Source: an optimization exercise on an open RTL-to-GDS flow (aim: a short achievable clock period and few clock cycles). Production flows keep margins and buffers that such runs may drop.
The RTL was checked by simulation tests, not by an equivalence proof against the original design.
Power is estimated from default activity; no workload was simulated.

==> flow/design.v <==
module ARM (
  input clk, rst,
  output [31:0] imem_addr,
  input [31:0] imem_rdata,
  output [31:0] dmem_addr, dmem_wdata,
  output dmem_we, dmem_re,
  input [31:0] dmem_rdata
);
  function cond_ok(input [3:0] cond, input n, input z, input c, input v);
    case (cond)
      4'b0000: cond_ok = z;
      4'b0001: cond_ok = !z;
      4'b0010: cond_ok = c;
      4'b0011: cond_ok = !c;
      4'b0100: cond_ok = n;
      4'b0101: cond_ok = !n;
      4'b0110: cond_ok = v;
      4'b0111: cond_ok = !v;
      4'b1000: cond_ok = c & !z;
      4'b1001: cond_ok = !c & z;
      4'b1010: cond_ok = (n == v);
      4'b1011: cond_ok = (n != v);
      4'b1100: cond_ok = !z & (n == v);
      4'b1101: cond_ok = z | (n != v);
      4'b1110: cond_ok = 1'b1;
      default: cond_ok = 1'b0;
    endcase
  endfunction
  reg [29:0] pc;                  
  reg [31:0] ir, ir_hold;
  reg        use_hold;
  reg [29:0] id_pc4;              
  reg        id_valid;
  reg        fN, fZ, fC, fV;
  reg        ex_wb, ex_S, ex_ld, ex_st;
  reg [3:0]  ex_cond, ex_rd;
  reg [31:0] ex_a, ex_m, ex_imm, ex_mask;
  reg [4:0]  ex_rot;
  reg [3:0]  sa, sm;              
  reg        ex_arith, ex_sub, ex_c1, ex_cuse, ex_cinv;
  reg        ex_and, ex_orr, ex_eor, ex_mov, ex_mvn;
  reg [31:0] mem_res, mem_wdata;
  reg [3:0]  mem_rd;
  reg        mem_wb, mem_we, mem_re;
  reg [31:0] wb_ld, wb_alu;
  reg        wb_isld, wb_wb;
  reg [3:0]  wb_rd;
  reg [31:0] rf [0:14];
  wire cp = cond_ok(ex_cond, fN, fZ, fC, fV);
  wire [31:0] A = ({32{sa[0]}} & mem_res) | ({32{sa[1]}} & wb_ld) |
                  ({32{sa[2]}} & wb_alu)  | ({32{sa[3]}} & ex_a);
  wire [31:0] M = ({32{sm[0]}} & mem_res) | ({32{sm[1]}} & wb_ld) |
                  ({32{sm[2]}} & wb_alu)  | ({32{sm[3]}} & ex_m);
  wire [63:0] rot2 = {M, M} >> ex_rot;
  wire [31:0] B = (rot2[31:0] & ex_mask) | ex_imm;
  wire [31:0] Bx = B ^ {32{ex_sub}};
  wire cin = ex_c1 | (ex_cuse & (fC ^ ex_cinv));
  wire [32:0] sum = {1'b0, A} + {1'b0, Bx} + {32'd0, cin};
  wire [31:0] lres = ({32{ex_and}} & (A & B)) | ({32{ex_orr}} & (A | B)) |
                     ({32{ex_eor}} & (A ^ B)) | ({32{ex_mov}} & B) |
                     ({32{ex_mvn}} & ~B);
  wire [31:0] res = ex_arith ? sum[31:0] : lres;
  wire [31:0] pp = A ^ Bx;
  wire [31:0] kk = {A[30:0] | Bx[30:0], cin};
  wire z_arith = &(~(pp ^ kk));
  wire z_logic = ~|lres;
  wire nN = res[31];
  wire nZ = ex_arith ? z_arith : z_logic;
  wire nC = ex_arith & (sum[32] ^ ex_sub);
  wire nV = ex_arith & ((A[31] & Bx[31] & !sum[31]) | (!A[31] & !Bx[31] & sum[31]));
  wire setf = ex_S & cp;
  wire fN_n = setf ? nN : fN;
  wire fZ_n = setf ? nZ : fZ;
  wire fC_n = setf ? nC : fC;
  wire fV_n = setf ? nV : fV;
  wire [31:0] di = use_hold ? ir_hold : ir;
  wire [1:0] mode = di[27:26];
  wire [3:0] opc = di[24:21];
  wire       is_br = (mode == 2'b10);
  wire       is_mem = (mode == 2'b01);
  wire       d_ld = is_mem & di[20];
  wire       d_st = is_mem & !di[20];
  wire       d_S = (mode == 2'b00) & di[20];
  wire       d_wb = !(opc == 4'b1010) & !(opc == 4'b1000) & !is_br & !d_st;
  wire       d_useimm = is_mem | di[25];
  wire [3:0] rn = di[19:16];
  wire [3:0] rd = di[15:12];
  wire [3:0] s2 = d_st ? rd : di[3:0];
  wire       use_rn = !((mode != 2'b01) & ((opc == 4'b1101) | (opc == 4'b1111)));
  wire       use_s2 = d_st | !d_useimm;
  wire br_taken = id_valid & is_br & cond_ok(di[31:28], fN_n, fZ_n, fC_n, fV_n);
  wire [29:0] br_target = id_pc4 + {{6{di[23]}}, di[23:0]};
  wire ex_w = ex_wb & cp;
  wire stall = id_valid & !is_br & ex_ld & cp &
               ((use_rn & (ex_rd == rn)) | (use_s2 & (ex_rd == s2)));
  wire [63:0] irot = {24'd0, di[7:0], 24'd0, di[7:0]} >> {di[11:8], 1'b0};
  wire [31:0] d_imm = is_mem ? {{20{di[11]}}, di[11:0]} :
                      di[25] ? irot[31:0] : 32'd0;
  wire [4:0] shamt = di[11:7];
  wire [1:0] shtyp = di[6:5];
  wire [4:0] d_rot = (shtyp == 2'b00) ? (5'd0 - shamt) : shamt;
  wire [31:0] d_mask = d_useimm ? 32'd0 :
                       (shtyp == 2'b00) ? (32'hffffffff << shamt) :
                       (shtyp == 2'b11) ? 32'hffffffff :
                       (32'hffffffff >> shamt);
  wire o_mov = (opc == 4'b1101), o_mvn = (opc == 4'b1111);
  wire o_add = (opc == 4'b0100), o_adc = (opc == 4'b0101);
  wire o_sub = (opc == 4'b0010) | (opc == 4'b1010), o_sbc = (opc == 4'b0110);
  wire o_and = (opc == 4'b0000) | (opc == 4'b1000), o_orr = (opc == 4'b1100);
  wire o_eor = (opc == 4'b0001);
  wire [31:0] wb_val = wb_isld ? wb_ld : wb_alu;
  wire [31:0] rf_rn = (rn == 4'd15) ? 32'd0 : rf[rn];
  wire [31:0] rf_s2 = (s2 == 4'd15) ? 32'd0 : rf[s2];
  wire [31:0] rn_val = (wb_wb & (wb_rd == rn)) ? wb_val : rf_rn;
  wire [31:0] s2_val = (wb_wb & (wb_rd == s2)) ? wb_val : rf_s2;
  wire hE_a = ex_w & (ex_rd == rn);
  wire hM_a = mem_wb & (mem_rd == rn);
  wire hE_m = ex_w & (ex_rd == s2);
  wire hM_m = mem_wb & (mem_rd == s2);
  wire go = id_valid & !is_br & !stall;
  always @(posedge clk or posedge rst) begin
    if (rst) begin
      pc <= 30'd0;
      id_valid <= 1'b0;
      use_hold <= 1'b0;
      {fN, fZ, fC, fV} <= 4'b0;
      {ex_wb, ex_S, ex_ld, ex_st} <= 4'b0;
      {mem_wb, mem_we, mem_re} <= 3'b0;
      wb_wb <= 1'b0;
    end else begin
      use_hold <= stall;
      if (stall) begin
        pc <= pc;
      end else if (br_taken) begin
        pc <= br_target;
        id_valid <= 1'b0;
      end else begin
        pc <= pc + 30'd1;
        id_valid <= 1'b1;
      end
      {fN, fZ, fC, fV} <= {fN_n, fZ_n, fC_n, fV_n};
      ex_wb <= go & d_wb;
      ex_S  <= go & d_S;
      ex_ld <= go & d_ld;
      ex_st <= go & d_st;
      mem_wb <= ex_w;
      mem_we <= ex_st & cp;
      mem_re <= ex_ld & cp;
      wb_wb <= mem_wb;
    end
  end
  always @(posedge clk) begin
    ir <= imem_rdata;
    if (stall) ir_hold <= di;
    if (!stall) id_pc4 <= pc + 30'd1;
    ex_cond <= di[31:28];
    ex_rd <= rd;
    ex_a <= rn_val;
    ex_m <= s2_val;
    ex_imm <= d_imm;
    ex_mask <= d_mask;
    ex_rot <= d_rot;
    sa <= {!hE_a & !hM_a, !hE_a & hM_a & !mem_re, !hE_a & hM_a & mem_re, hE_a};
    sm <= {!hE_m & !hM_m, !hE_m & hM_m & !mem_re, !hE_m & hM_m & mem_re, hE_m};
    ex_arith <= o_add | o_adc | o_sub | o_sbc;
    ex_sub <= o_sub | o_sbc;
    ex_c1 <= o_sub;
    ex_cuse <= o_adc | o_sbc;
    ex_cinv <= o_sbc;
    ex_and <= o_and;
    ex_orr <= o_orr;
    ex_eor <= o_eor;
    ex_mov <= o_mov;
    ex_mvn <= o_mvn;
    mem_res <= res;
    mem_wdata <= M;
    mem_rd <= ex_rd;
    wb_ld <= dmem_rdata;
    wb_alu <= mem_res;
    wb_isld <= mem_re;
    wb_rd <= mem_rd;
    if (wb_wb && wb_rd != 4'd15) rf[wb_rd] <= wb_val;
  end
  assign imem_addr = {pc, 2'b00};
  assign dmem_addr = mem_res;
  assign dmem_wdata = mem_wdata;
  assign dmem_we = mem_we;
  assign dmem_re = mem_re;
endmodule
==> flow/config.mk <==
export PLATFORM = sky130hd
export DESIGN_NAME = ARM
export DESIGN_NICKNAME = ARM
export VERILOG_FILES = /design/flow/design.v
export SDC_FILE = /design/flow/constraint.sdc
export NUM_CORES = 4
export LEC_CHECK = 0
export ABC_CLOCK_PERIOD_IN_PS = 3000
export CAP_MARGIN = 20
export CORE_MARGIN = 2
export CORE_UTILIZATION = 50
export SLEW_MARGIN = 20
==> flow/constraint.sdc <==
create_clock -name core_clock -period 33.0 [get_ports {clk}]
set_input_delay 6.6000 -clock core_clock [delete_from_list [all_inputs] [get_ports {clk}]]
set_output_delay 6.6000 -clock core_clock [all_outputs]
set_load 0.01 [all_outputs]
standard.sh (not shown) runs the stock make flow with config.mk's settings and CLKGATE_MAP_FILE= SYNTH_SCRIPT=/design/flow/synth_recipe.tcl, a recipe that flattens the netlist after the stock synthesis.
==> flow/flow/run.sh <==
#!/bin/bash
# Standard ORFS layout, with the timing repair steps told to aim for a large
# setup slack (the clock period and constraints stay the design's).
set -euo pipefail
MARGIN=$(cat flow/margin.txt)
bash standard.sh SETUP_SLACK_MARGIN=$MARGIN finish > flow_make.log 2>&1
==> flow/flow/margin.txt <==
26
Testbench counts at the start, summed over its fixed seeds: cycles 40,670.
Rerun with:
==> flow/run.sh (new file) <==
#!/bin/bash
# synth_recipe.tcl (not shown) runs the flow's synth.tcl, then flattens the netlist and writes it again
# the make line also repeats each setting of config.mk as NAME=value (left out here)
make -C /OpenROAD-flow-scripts/flow DESIGN_CONFIG=/design/flow/config.mk WORK_HOME=/design/flow/orfs CLKGATE_MAP_FILE= SYNTH_SCRIPT=/design/flow/synth_recipe.tcl finish
--- a/flow/config.mk
+++ b/flow/config.mk
@@ -8 +7,0 @@
-export ABC_CLOCK_PERIOD_IN_PS = 3000
@@ -11 +10 @@
-export CORE_UTILIZATION = 50
+export CORE_UTILIZATION = 40
removed: flow/flow/run.sh
removed: flow/flow/margin.txt
removed: flow/standard.sh
=> Count of clock-buffer cells in the layout is higher by 12; register-to-register slack degrades by 1.4 ns; via count is lower slightly; hold slack degrades by 0.017 ns.
Rerun with:
--- a/flow/config.mk
+++ b/flow/config.mk
@@ -7,0 +8 @@
+export ABC_CLOCK_PERIOD_IN_PS = 3000
@@ -10 +11 @@
-export CORE_UTILIZATION = 40
+export CORE_UTILIZATION = 50
Effect: Synthesized cell count does not change; die area fell by 20%; worst hold slack gains 0.032 ns; total power fell by 2.6%; routed wire length fell by 2.0%; via count fell by 0.85%.

## port drivers added, routing unchanged
The flow's constraints put no driver on any port. The routed layouts listed below were extracted and timed again, unchanged, in two steps.
Step 1, drivers: a clkbuf_16 drives clk and a buf_2 each remaining input, both assumed.
Step 2, shift: input delay + t, output delay - t, t = (earliest + latest rising clock arrival at the registers) / 2. This alone moves slack from input paths to output paths.
a / b / c = ideal ports / drivers / drivers and shift; a / b = the first two.
run	t (ns)	slack for setup (ns)	worst slew at a driven data input, ns
the first run	0.767	25.129 / 25.050 / 25.453	0.05
the second run	0.768	24.194 / 24.194 / 24.194	0.08
the third run	0.748	24.275 / 24.275 / 24.275	0.07
After both steps setup and hold are still met in every run listed. Setup slack includes reset recovery checks.
